From an optimization exercise on the open Yosys and OpenROAD flow, aimed at small area, a short achievable clock period and few clock cycles; shortcuts taken in it are not production practice. RTL that was checked went through simulation tests only; none was proved equivalent to the original.

==> v23: inputs <==
==> flow/design.v <==
module quantize (
    input  logic signed [23:0] ori_data,
    output logic signed [7:0]  quantized_data
);
    logic        carry_bit;
    logic [20:0] round;
    assign carry_bit = ori_data[23] ? (ori_data[2] & (|ori_data[1:0])) : ori_data[2];
    assign round     = ori_data[23:3] + {20'd0, carry_bit};
    assign quantized_data = (round[20:7] == 14'h0000 || round[20:7] == 14'h3fff)
                          ? round[7:0]
                          : {round[20], {7{~round[20]}}};
endmodule
module shift_register #(
    parameter LEN = 1,
    parameter W   = 8
) (
    input  logic         clk,
    input  logic [W-1:0] din,
    output logic [W-1:0] dout
);
    logic [W-1:0] sr [0:LEN-1];
    always_ff @(posedge clk) begin
        sr[0] <= din;
        for (int i = 1; i < LEN; i++) sr[i] <= sr[i-1];
    end
    assign dout = sr[LEN-1];
endmodule
module shift_array (
    input  logic             clk,
    input  logic [3:0][7:0]  a_in,       
    input  logic [3:0][7:0]  b_in,       
    output logic [3:0][31:0] a_col,      
    output logic [3:0][7:0]  b_col       
);
    assign a_col[0] = a_in;
    assign b_col[0] = b_in[0];
    generate
        for (genvar m = 1; m < 4; m++) begin : g_col
            shift_register #(.LEN(1), .W(32)) u_a (
                .clk(clk), .din(a_col[m-1]), .dout(a_col[m]));
            shift_register #(.LEN(m), .W(8)) u_b (
                .clk(clk), .din(b_in[m]), .dout(b_col[m]));
        end
    endgenerate
endmodule
module systolic_NxN_cfg (
    input  logic             clk,
    input  logic [3:0][31:0] a_col,
    input  logic [3:0][7:0]  b_col,
    input  logic [3:0]       first,     
    output logic [3:0][3:0][22:0] psum  
);
    generate
        for (genvar m = 0; m < 4; m++) begin : g_m
            for (genvar x = 0; x < 4; x++) begin : g_x
                logic signed [7:0]  a, b;
                logic signed [22:0] acc;
                assign a = a_col[m][8*x +: 8];
                assign b = b_col[m];
                always_ff @(posedge clk) begin
                    acc <= (first[m] ? 23'sd0 : acc) + a * b;
                end
                assign psum[m][x] = acc;
            end
        end
    endgenerate
endmodule
module SA_with_shift_cfg (
    input  logic        clk,
    input  logic        rst_n,
    input  logic        start_all,
    input  logic [7:0]  k_param,
    input  logic        out_mode,
    input  logic [7:0]  row_shape,
    input  logic [7:0]  col_shape,
    output logic        done_all,
    output logic        ren_n,
    output logic [12:0] raddr_row,
    input  logic [31:0] rdata_row,
    output logic [12:0] raddr_col,
    input  logic [31:0] rdata_col,
    output logic        wen_n,
    output logic [12:0] waddr,
    output logic [31:0] data_out
);
    logic        busy;
    logic [7:0]  cnt;         
    logic [7:0]  inner;       
    logic [7:0]  outer;       
    logic [12:0] base_a;      
    logic        ren_q;       
    logic        first_q;     
    logic [12:0] ra_row, ra_col;
    logic [7:0]  n_outer, n_inner, slot_m1;
    assign n_outer = out_mode ? col_shape : row_shape;
    assign n_inner = out_mode ? row_shape : col_shape;
    assign slot_m1 = (k_param < 8'd4) ? 8'd3 : k_param - 8'd1;
    logic end_blk, inner_last, last_blk, job_last;
    assign end_blk    = busy && (cnt == 8'd0);
    assign inner_last = (inner == 8'd0);
    assign job_last   = end_blk && inner_last && (outer == 8'd0);
    assign last_blk   = end_blk;
    logic [12:0] ra_a, ra_b, na_a, na_b;
    assign ra_a = out_mode ? ra_col : ra_row;
    assign ra_b = out_mode ? ra_row : ra_col;
    always_comb begin
        na_a = ra_a;
        na_b = ra_b;
        if (ren_q) begin
            na_a = ra_a + 13'd1;
            na_b = ra_b + 13'd1;
            if (end_blk) begin
                if (inner_last) na_b = 13'd0;
                else            na_a = base_a;
            end
        end
    end
    logic       busy_n;
    logic [7:0] cnt_n;
    always_comb begin
        busy_n = busy;
        cnt_n  = cnt - 8'd1;
        if (!busy) begin
            busy_n = start_all;
            cnt_n  = slot_m1;
        end else if (cnt == 8'd0) begin
            busy_n = !job_last;
            cnt_n  = slot_m1;
        end
    end
    always_ff @(posedge clk or negedge rst_n) begin
        if (!rst_n) begin
            busy    <= 1'b0;
            cnt     <= 8'd0;
            inner   <= 8'd0;
            outer   <= 8'd0;
            base_a  <= 13'd0;
            ren_q   <= 1'b0;
            first_q <= 1'b0;
            ra_row  <= 13'd0;
            ra_col  <= 13'd0;
        end else begin
            busy    <= busy_n;
            cnt     <= cnt_n;
            ren_q   <= busy_n && (cnt_n < k_param);
            first_q <= busy_n && (cnt_n == k_param - 8'd1);
            if (!busy) begin
                inner  <= n_inner - 8'd1;
                outer  <= n_outer - 8'd1;
                base_a <= 13'd0;
                ra_row <= 13'd0;
                ra_col <= 13'd0;
            end else begin
                if (end_blk) begin
                    if (inner_last) begin
                        inner  <= n_inner - 8'd1;
                        outer  <= outer - 8'd1;
                        base_a <= ra_a + 13'd1;
                    end else begin
                        inner  <= inner - 8'd1;
                    end
                end
                ra_row <= out_mode ? na_b : na_a;
                ra_col <= out_mode ? na_a : na_b;
            end
        end
    end
    assign ren_n     = !ren_q;
    assign raddr_row = ra_row;
    assign raddr_col = ra_col;
    logic [6:0] p_val, p_first, p_last, p_job;
    always_ff @(posedge clk or negedge rst_n) begin
        if (!rst_n) begin
            p_val   <= '0;
            p_first <= '0;
            p_last  <= '0;
            p_job   <= '0;
        end else begin
            p_val   <= {p_val[5:0],   ren_q};
            p_first <= {p_first[5:0], ren_q && first_q};
            p_last  <= {p_last[5:0],  last_blk};
            p_job   <= {p_job[5:0],   job_last};
        end
    end
    logic [3:0][7:0] a_reg, b_reg;
    always_ff @(posedge clk) begin
        if (p_val[0]) begin
            a_reg <= out_mode ? rdata_col : rdata_row;
            b_reg <= out_mode ? rdata_row : rdata_col;
        end else begin
            a_reg <= '0;
            b_reg <= '0;
        end
    end
    logic [3:0][31:0] a_col;
    logic [3:0][7:0]  b_col;
    shift_array u_skew (
        .clk(clk), .a_in(a_reg), .b_in(b_reg), .a_col(a_col), .b_col(b_col));
    logic [3:0][3:0][22:0] psum;
    systolic_NxN_cfg u_array (
        .clk(clk), .a_col(a_col), .b_col(b_col),
        .first(p_first[4:1]), .psum(psum));
    logic [3:0] wr;
    assign wr = p_last[5:2];
    logic [3:0][23:0] sel;
    always_comb begin
        for (int x = 0; x < 4; x++) begin
            sel[x] = '0;
            for (int m = 0; m < 4; m++)
                if (wr[m]) sel[x] = {psum[m][x][22], psum[m][x]};
        end
    end
    logic [3:0][7:0] q;
    generate
        for (genvar x = 0; x < 4; x++) begin : g_q
            quantize u_q (.ori_data(sel[x]), .quantized_data(q[x]));
        end
    endgenerate
    logic [31:0] dout_q;
    logic        wen_q, done_q;
    logic [12:0] waddr_q;
    always_ff @(posedge clk) begin
        if (|wr) dout_q <= q;
    end
    always_ff @(posedge clk or negedge rst_n) begin
        if (!rst_n) begin
            wen_q   <= 1'b0;
            done_q  <= 1'b0;
            waddr_q <= 13'h1fff;
        end else begin
            wen_q  <= |wr;
            done_q <= p_job[5];
            if (start_all && !busy) waddr_q <= 13'h1fff;
            else if (|wr)           waddr_q <= waddr_q + 13'd1;
        end
    end
    assign data_out = dout_q;
    assign wen_n    = !wen_q;
    assign waddr    = waddr_q;
    assign done_all = done_q;
endmodule
module sa_accel (
    input  logic        clk,
    input  logic        rst_n,
    input  logic        start_all,
    input  logic [7:0]  k_param,
    input  logic        out_mode,
    input  logic [7:0]  row_shape,
    input  logic [7:0]  col_shape,
    output logic        done_all,
    output logic        ren_n,
    output logic [12:0] raddr_row,
    input  logic [31:0] rdata_row,
    output logic [12:0] raddr_col,
    input  logic [31:0] rdata_col,
    output logic        wen_n,
    output logic [12:0] waddr,
    output logic [31:0] data_out
);
SA_with_shift_cfg u_SA (
    .clk(clk), .rst_n(rst_n),
    .start_all(start_all), .k_param(k_param), .out_mode(out_mode),
    .row_shape(row_shape), .col_shape(col_shape), .done_all(done_all),
    .ren_n(ren_n), .raddr_row(raddr_row), .rdata_row(rdata_row),
    .raddr_col(raddr_col), .rdata_col(rdata_col),
    .wen_n(wen_n), .waddr(waddr), .data_out(data_out)
);
endmodule
==> flow/run.sh <==
#!/bin/bash
# synth_recipe.tcl (not shown) runs the flow's synth.tcl, then flattens the netlist and writes it again
# the make line also repeats each setting of config.mk as NAME=value (left out here)
make -C /OpenROAD-flow-scripts/flow DESIGN_CONFIG=/design/flow/config.mk WORK_HOME=/design/flow/orfs CLKGATE_MAP_FILE= SYNTH_SCRIPT=/design/flow/synth_recipe.tcl finish
==> flow/config.mk <==
export PLATFORM = sky130hd
export DESIGN_NAME = sa_accel
export DESIGN_NICKNAME = sa_accel
export VERILOG_FILES = /design/flow/design.v
export SDC_FILE = /design/flow/constraint.sdc
export NUM_CORES = 4
export LEC_CHECK = 0
export CAP_MARGIN = 20
export CORE_MARGIN = 2
export CORE_UTILIZATION = 40
export SLEW_MARGIN = 20
==> flow/constraint.sdc <==
create_clock -name core_clock -period 11.0 [get_ports {clk}]
set_input_delay 2.2000 -clock core_clock [delete_from_list [all_inputs] [get_ports {clk}]]
set_output_delay 2.2000 -clock core_clock [all_outputs]
set_load 0.01 [all_outputs]
==> v4 (differences from v23) <==
--- a/flow/config.mk
+++ b/flow/config.mk
@@ -7,2 +7,3 @@
 export LEC_CHECK = 0
+export ABC_CLOCK_PERIOD_IN_PS = 3000
 export CAP_MARGIN = 20
@@ -10,2 +11,3 @@
 export CORE_UTILIZATION = 40
+export SETUP_SLACK_MARGIN = 5
 export SLEW_MARGIN = 20
==> results.sh <==
export IMPL_outcome="finished clean"
export IMPL_n_all_buffers=295
export IMPL_grt_util_met2=0.3238
export IMPL_crit_fanout=32
export IMPL_wl_met1_mm=109.0
export IMPL_routed_wl_mm=231.4
export IMPL_worst_path_stages=21
# the run above: v4

==> results.sh <==
export IMPL_outcome="finished clean"
export IMPL_wl_met1_mm=108.6
export IMPL_routed_wl_mm=228.1
export IMPL_worst_path_stages=19
# the run above: v23

Testbench counts of v23, summed over its fixed seeds: cycles 206,458.
Testbench counts of v4, summed over its fixed seeds: cycles 206,458.

* * *

==> maple: inputs <==
sa_accel, a different RTL version from the one above (not shown whole).
// sa_accel
module sa_accel (
    input  logic        clk,
    input  logic        rst_n,
    input  logic        start_all,
    input  logic [7:0]  k_param,
    input  logic        out_mode,
    input  logic [7:0]  row_shape,
    input  logic [7:0]  col_shape,
    output logic        done_all,
    output logic        ren_n,
    output logic [12:0] raddr_row,
    input  logic [31:0] rdata_row,
    output logic [12:0] raddr_col,
    input  logic [31:0] rdata_col,
    output logic        wen_n,
    output logic [12:0] waddr,
    output logic [31:0] data_out
);
==> module SA_with_shift_cfg, before the edit <==
module SA_with_shift_cfg (
    input  logic        clk,
    input  logic        rst_n,
    input  logic        start_all,
    input  logic [7:0]  k_param,
    input  logic        out_mode,
    input  logic [7:0]  row_shape,
    input  logic [7:0]  col_shape,
    output logic        done_all,
    output logic        ren_n,
    output logic [12:0] raddr_row,
    input  logic [31:0] rdata_row,
    output logic [12:0] raddr_col,
    input  logic [31:0] rdata_col,
    output logic        wen_n,
    output logic [12:0] waddr,
    output logic [31:0] data_out
);
    logic        busy;
    logic [7:0]  cnt;         
    logic [7:0]  inner;       
    logic [7:0]  outer;       
    logic [12:0] base_a;      
    logic        ren_q;       
    logic        ren_nq;      
    logic        first_q;     
    logic [12:0] ra_row, ra_col;
    logic        mode;
    logic [7:0]  kq, n_outer, n_inner, slot_m1;
    logic go;    
    always_ff @(posedge clk or negedge rst_n) begin
        if (!rst_n) go <= 1'b0;
        else        go <= start_all && !busy && !go;
    end
    always_ff @(posedge clk) begin
        if (!busy && !go) begin
            mode    <= out_mode;
            kq      <= k_param;
            n_outer <= out_mode ? col_shape : row_shape;
            n_inner <= out_mode ? row_shape : col_shape;
            slot_m1 <= (k_param < 8'd4) ? 8'd3 : k_param - 8'd1;
        end
    end
    logic end_blk, inner_last, last_blk, job_last;
    assign end_blk    = busy && (cnt == 8'd0);
    assign inner_last = (inner == 8'd0);
    assign job_last   = end_blk && inner_last && (outer == 8'd0);
    assign last_blk   = end_blk;
    logic [12:0] ra_a, ra_b, na_a, na_b;
    assign ra_a = mode ? ra_col : ra_row;
    assign ra_b = mode ? ra_row : ra_col;
    always_comb begin
        na_a = ra_a;
        na_b = ra_b;
        if (ren_q) begin
            na_a = ra_a + 13'd1;
            na_b = ra_b + 13'd1;
            if (end_blk) begin
                if (inner_last) na_b = 13'd0;
                else            na_a = base_a;
            end
        end
    end
    logic       busy_n;
    logic [7:0] cnt_n;
    always_comb begin
        busy_n = busy;
        cnt_n  = cnt - 8'd1;
        if (!busy) begin
            busy_n = go;
            cnt_n  = slot_m1;
        end else if (cnt == 8'd0) begin
            busy_n = !job_last;
            cnt_n  = slot_m1;
        end
    end
    always_ff @(posedge clk or negedge rst_n) begin
        if (!rst_n) begin
            busy    <= 1'b0;
            cnt     <= 8'd0;
            inner   <= 8'd0;
            outer   <= 8'd0;
            base_a  <= 13'd0;
            ren_q   <= 1'b0;
            ren_nq  <= 1'b1;
            first_q <= 1'b0;
            ra_row  <= 13'd0;
            ra_col  <= 13'd0;
        end else begin
            busy    <= busy_n;
            cnt     <= cnt_n;
            ren_q   <= busy_n && (cnt_n < kq);
            ren_nq  <= !(busy_n && (cnt_n < kq));
            first_q <= busy_n && (cnt_n == kq - 8'd1);
            if (!busy) begin
                inner  <= n_inner - 8'd1;
                outer  <= n_outer - 8'd1;
                base_a <= 13'd0;
                ra_row <= 13'd0;
                ra_col <= 13'd0;
            end else begin
                if (end_blk) begin
                    if (inner_last) begin
                        inner  <= n_inner - 8'd1;
                        outer  <= outer - 8'd1;
                        base_a <= ra_a + 13'd1;
                    end else begin
                        inner  <= inner - 8'd1;
                    end
                end
                ra_row <= mode ? na_b : na_a;
                ra_col <= mode ? na_a : na_b;
            end
        end
    end
    assign ren_n     = ren_nq;
    assign raddr_row = ra_row;
    assign raddr_col = ra_col;
    logic [7:0] p_val, p_first, p_last, p_job;
    always_ff @(posedge clk or negedge rst_n) begin
        if (!rst_n) begin
            p_val   <= '0;
            p_first <= '0;
            p_last  <= '0;
            p_job   <= '0;
        end else begin
            p_val   <= {p_val[6:0],   ren_q};
            p_first <= {p_first[6:0], ren_q && first_q};
            p_last  <= {p_last[6:0],  last_blk};
            p_job   <= {p_job[6:0],   job_last};
        end
    end
    logic [31:0]     a_word, b_word;
    logic [31:0]     a_reg;
    logic [3:1][7:0] b_reg;
    assign a_word = mode ? rdata_col : rdata_row;
    assign b_word = mode ? rdata_row : rdata_col;
    always_ff @(posedge clk) begin
        a_reg <= p_val[0] ? a_word : 32'd0;
        b_reg <= b_word[31:8];
    end
    logic [3:0][31:0] a_col;
    logic [3:0][11:0] bd_col;
    shift_array u_skew (
        .clk(clk), .a_in(a_reg), .b0_in(b_word[7:0]), .b_in(b_reg),
        .a_col(a_col), .bd_col(bd_col));
    logic [3:0][3:0][22:0] psum;
    logic [3:0][3:0][3:0]  cpend;
    systolic_NxN_cfg u_array (
        .clk(clk), .a_col(a_col), .bd_col(bd_col),
        .first(p_first[4:1]), .psum(psum), .cpend(cpend));
    logic [3:0] wr;
    assign wr = p_last[5:2];
    logic [3:0][22:0] sel_acc;
    logic [3:0][3:0]  sel_cp;
    always_comb begin
        for (int x = 0; x < 4; x++) begin
            sel_acc[x] = '0;
            sel_cp[x]  = 4'd0;
            for (int m = 0; m < 4; m++)
                if (wr[m]) begin
                    sel_acc[x] = psum[m][x];
                    sel_cp[x]  = cpend[m][x];
                end
        end
    end
    logic [3:0][7:0] q;
    generate
        for (genvar x = 0; x < 4; x++) begin : g_q
            quantize u_q (.clk(clk), .acc(sel_acc[x]), .cp(sel_cp[x]), .quantized_data(q[x]));
        end
    endgenerate
    logic        wr_d;
    logic [31:0] dout_q;
    logic        wen_nq, done_q;
    logic [12:0] waddr_q;
    always_ff @(posedge clk) begin
        dout_q <= q;
    end
    always_ff @(posedge clk or negedge rst_n) begin
        if (!rst_n) begin
            wr_d    <= 1'b0;
            wen_nq  <= 1'b1;
            done_q  <= 1'b0;
            waddr_q <= 13'h1fff;
        end else begin
            wr_d   <= |wr;
            wen_nq <= !wr_d;
            done_q <= p_job[6];
            if (go)        waddr_q <= 13'h1fff;
            else if (wr_d) waddr_q <= waddr_q + 13'd1;
        end
    end
    assign data_out = dout_q;
    assign wen_n    = wen_nq;
    assign waddr    = waddr_q;
    assign done_all = done_q;
endmodule
clock: 11.0 ns
lec_check: 0
cap_margin: 20
core_margin: 2
core_utilization: 40
slew_margin: 20
standard.sh (not shown) runs the stock make flow with config.mk's settings and CLKGATE_MAP_FILE= SYNTH_SCRIPT=/design/flow/synth_recipe.tcl, a recipe that flattens the netlist after the stock synthesis.
==> flow/flow/run.sh <==
#!/bin/bash
set -euo pipefail
bash standard.sh SETUP_SLACK_MARGIN=7.5 "BUFFER_PORTS_ARGS=-buffer_cell sky130_fd_sc_hd__buf_4" finish > standard.log 2>&1
==> harbor (differences from maple) <==
--- a/flow/design.v
+++ b/flow/design.v
@@ -506,40 +506,35 @@
     always_ff @(posedge clk or negedge rst_n) begin
         if (!rst_n) begin
             busy    <= 1'b0;
-            cnt     <= 8'd0;
-            inner   <= 8'd0;
-            outer   <= 8'd0;
-            base_a  <= 13'd0;
             ren_q   <= 1'b0;
-            ren_nq  <= 1'b1;
             first_q <= 1'b0;
-            ra_row  <= 13'd0;
-            ra_col  <= 13'd0;
         end else begin
             busy    <= busy_n;
-            cnt     <= cnt_n;
             ren_q   <= busy_n && (cnt_n < kq);
-            ren_nq  <= !(busy_n && (cnt_n < kq));
             first_q <= busy_n && (cnt_n == kq - 8'd1);
-            if (!busy) begin
-                inner  <= n_inner - 8'd1;
-                outer  <= n_outer - 8'd1;
-                base_a <= 13'd0;
-                ra_row <= 13'd0;
-                ra_col <= 13'd0;
-            end else begin
-                if (end_blk) begin
-                    if (inner_last) begin
-                        inner  <= n_inner - 8'd1;
-                        outer  <= outer - 8'd1;
-                        base_a <= ra_a + 13'd1;
-                    end else begin
-                        inner  <= inner - 8'd1;
-                    end
+        end
+    end
+    always_ff @(posedge clk) begin
+        cnt     <= cnt_n;
+        ren_nq  <= !(busy_n && (cnt_n < kq));
+        if (!busy) begin
+            inner  <= n_inner - 8'd1;
+            outer  <= n_outer - 8'd1;
+            base_a <= 13'd0;
+            ra_row <= 13'd0;
+            ra_col <= 13'd0;
+        end else begin
+            if (end_blk) begin
+                if (inner_last) begin
+                    inner  <= n_inner - 8'd1;
+                    outer  <= outer - 8'd1;
+                    base_a <= ra_a + 13'd1;
+                end else begin
+                    inner  <= inner - 8'd1;
                 end
-                ra_row <= mode ? na_b : na_a;
-                ra_col <= mode ? na_a : na_b;
             end
+            ra_row <= mode ? na_b : na_a;
+            ra_col <= mode ? na_a : na_b;
         end
     end
     assign ren_n     = ren_nq;
@@ -605,20 +600,14 @@
     logic [12:0] waddr_q;
     always_ff @(posedge clk) begin
         dout_q <= q;
+        wen_nq <= !wr_d;
+        done_q <= p_job[6];
+        if (go)        waddr_q <= 13'h1fff;
+        else if (wr_d) waddr_q <= waddr_q + 13'd1;
     end
     always_ff @(posedge clk or negedge rst_n) begin
-        if (!rst_n) begin
-            wr_d    <= 1'b0;
-            wen_nq  <= 1'b1;
-            done_q  <= 1'b0;
-            waddr_q <= 13'h1fff;
-        end else begin
-            wr_d   <= |wr;
-            wen_nq <= !wr_d;
-            done_q <= p_job[6];
-            if (go)        waddr_q <= 13'h1fff;
-            else if (wr_d) waddr_q <= waddr_q + 13'd1;
-        end
+        if (!rst_n) wr_d <= 1'b0;
+        else        wr_d <= |wr;
     end
     assign data_out = dout_q;
     assign wen_n    = wen_nq;
==> flow/flow/run.sh (replaced) <==
#!/bin/bash
set -euo pipefail
bash standard.sh SETUP_SLACK_MARGIN=${MARGIN:-7.5} SYNTH_ARGS=-noabc \
  "BUFFER_PORTS_ARGS=-buffer_cell sky130_fd_sc_hd__buf_4" finish > standard.log 2>&1
CORE_UTILIZATION = 60   (was 40)
CTS_CLUSTER_DIAMETER = 100   (was unset)
CTS_CLUSTER_SIZE = 24   (was unset)
PLACE_DENSITY = 0.72   (was unset)
==> reports/results.ini <==
[run_status]
status=finished clean

[worst_setup_path]
worst-path-stages=1
cp-startpoint=u_SA.waddr_q[4]$_DFFE_PN1P_
reg2reg_slack_ns=7.52
endpoint=waddr[4]
worstPathRequired_ns=8.80
critPathTopFamily=flip-flops
crit_chain=buf_6

[layout]
fin_util_pct=46.33
fin_nets=8691

[timing]
hold_ws_ns=0.3279

[logic_synthesis]
synthArstFlopShare_pct=11.05
synth-adder-area-share_pct=25.51

[die]
die_h_um=420.4

the above is filed under maple

==> reports/results.ini <==
[layout]
fin_nets=7949

[worst_setup_path]
critPathTopFamily=adder cells
worst-path-stages=10
worstPathRequired_ns=11.55

[logic_synthesis]
synth-adder-area-share_pct=26.83

[timing]
hold_ws_ns=0.2971

[run_status]
status=finished clean

[die]
die_h_um=337.8

the above is filed under harbor

Testbench counts of harbor, summed over its fixed seeds: cycles 206,522.
Function not checked in maple: the RTL went through the layout flow alone.

[port drivers added, routing unchanged]
Ports are ideal in the flow. The routed layouts listed here were re-timed in OpenROAD.
Step 1 (the two cells are an assumption about what drives the block):
set clk [get_ports {clk}]
set_driving_cell -lib_cell sky130_fd_sc_hd__clkbuf_16 $clk
set_driving_cell -lib_cell sky130_fd_sc_hd__buf_2 [delete_from_list [all_inputs] $clk]
Step 2 moves the port delays by t, midway between the first and last clock arrival at a register: inputs arrive t later, outputs are due t later. That takes back most of the time a late clock gives input paths.
Three values: ideal ports, drivers, drivers and shift; two values: the first two.
| run | t, ns | setup WS [ns] | hold WS [ns] | slew at the worst register clock pin (ns) |
|---|---|---|---|---|
| v23 | 0.787 | 3.610 / 3.610 / 3.610 | 0.320 / 0.320 / 0.320 | 0.07 / 0.07 |
| v4 | 0.772 | 5.189 / 5.189 / 4.958 | 0.318 / 0.318 / 0.318 | 0.07 / 0.07 |
| maple | 0.822 | 7.378 / 7.297 / 7.241 | 0.328 / 0.328 / 0.328 | 0.07 / 0.07 |
| harbor | 0.746 | 7.474 / 7.462 / 7.388 | 0.297 / 0.297 / 0.297 | 0.10 / 0.10 |
After both steps setup and hold are still met in every run listed. For v4, which loses most, drivers alone change the setup slack by 0.000 ns; drivers and shift together by -0.231 ns.
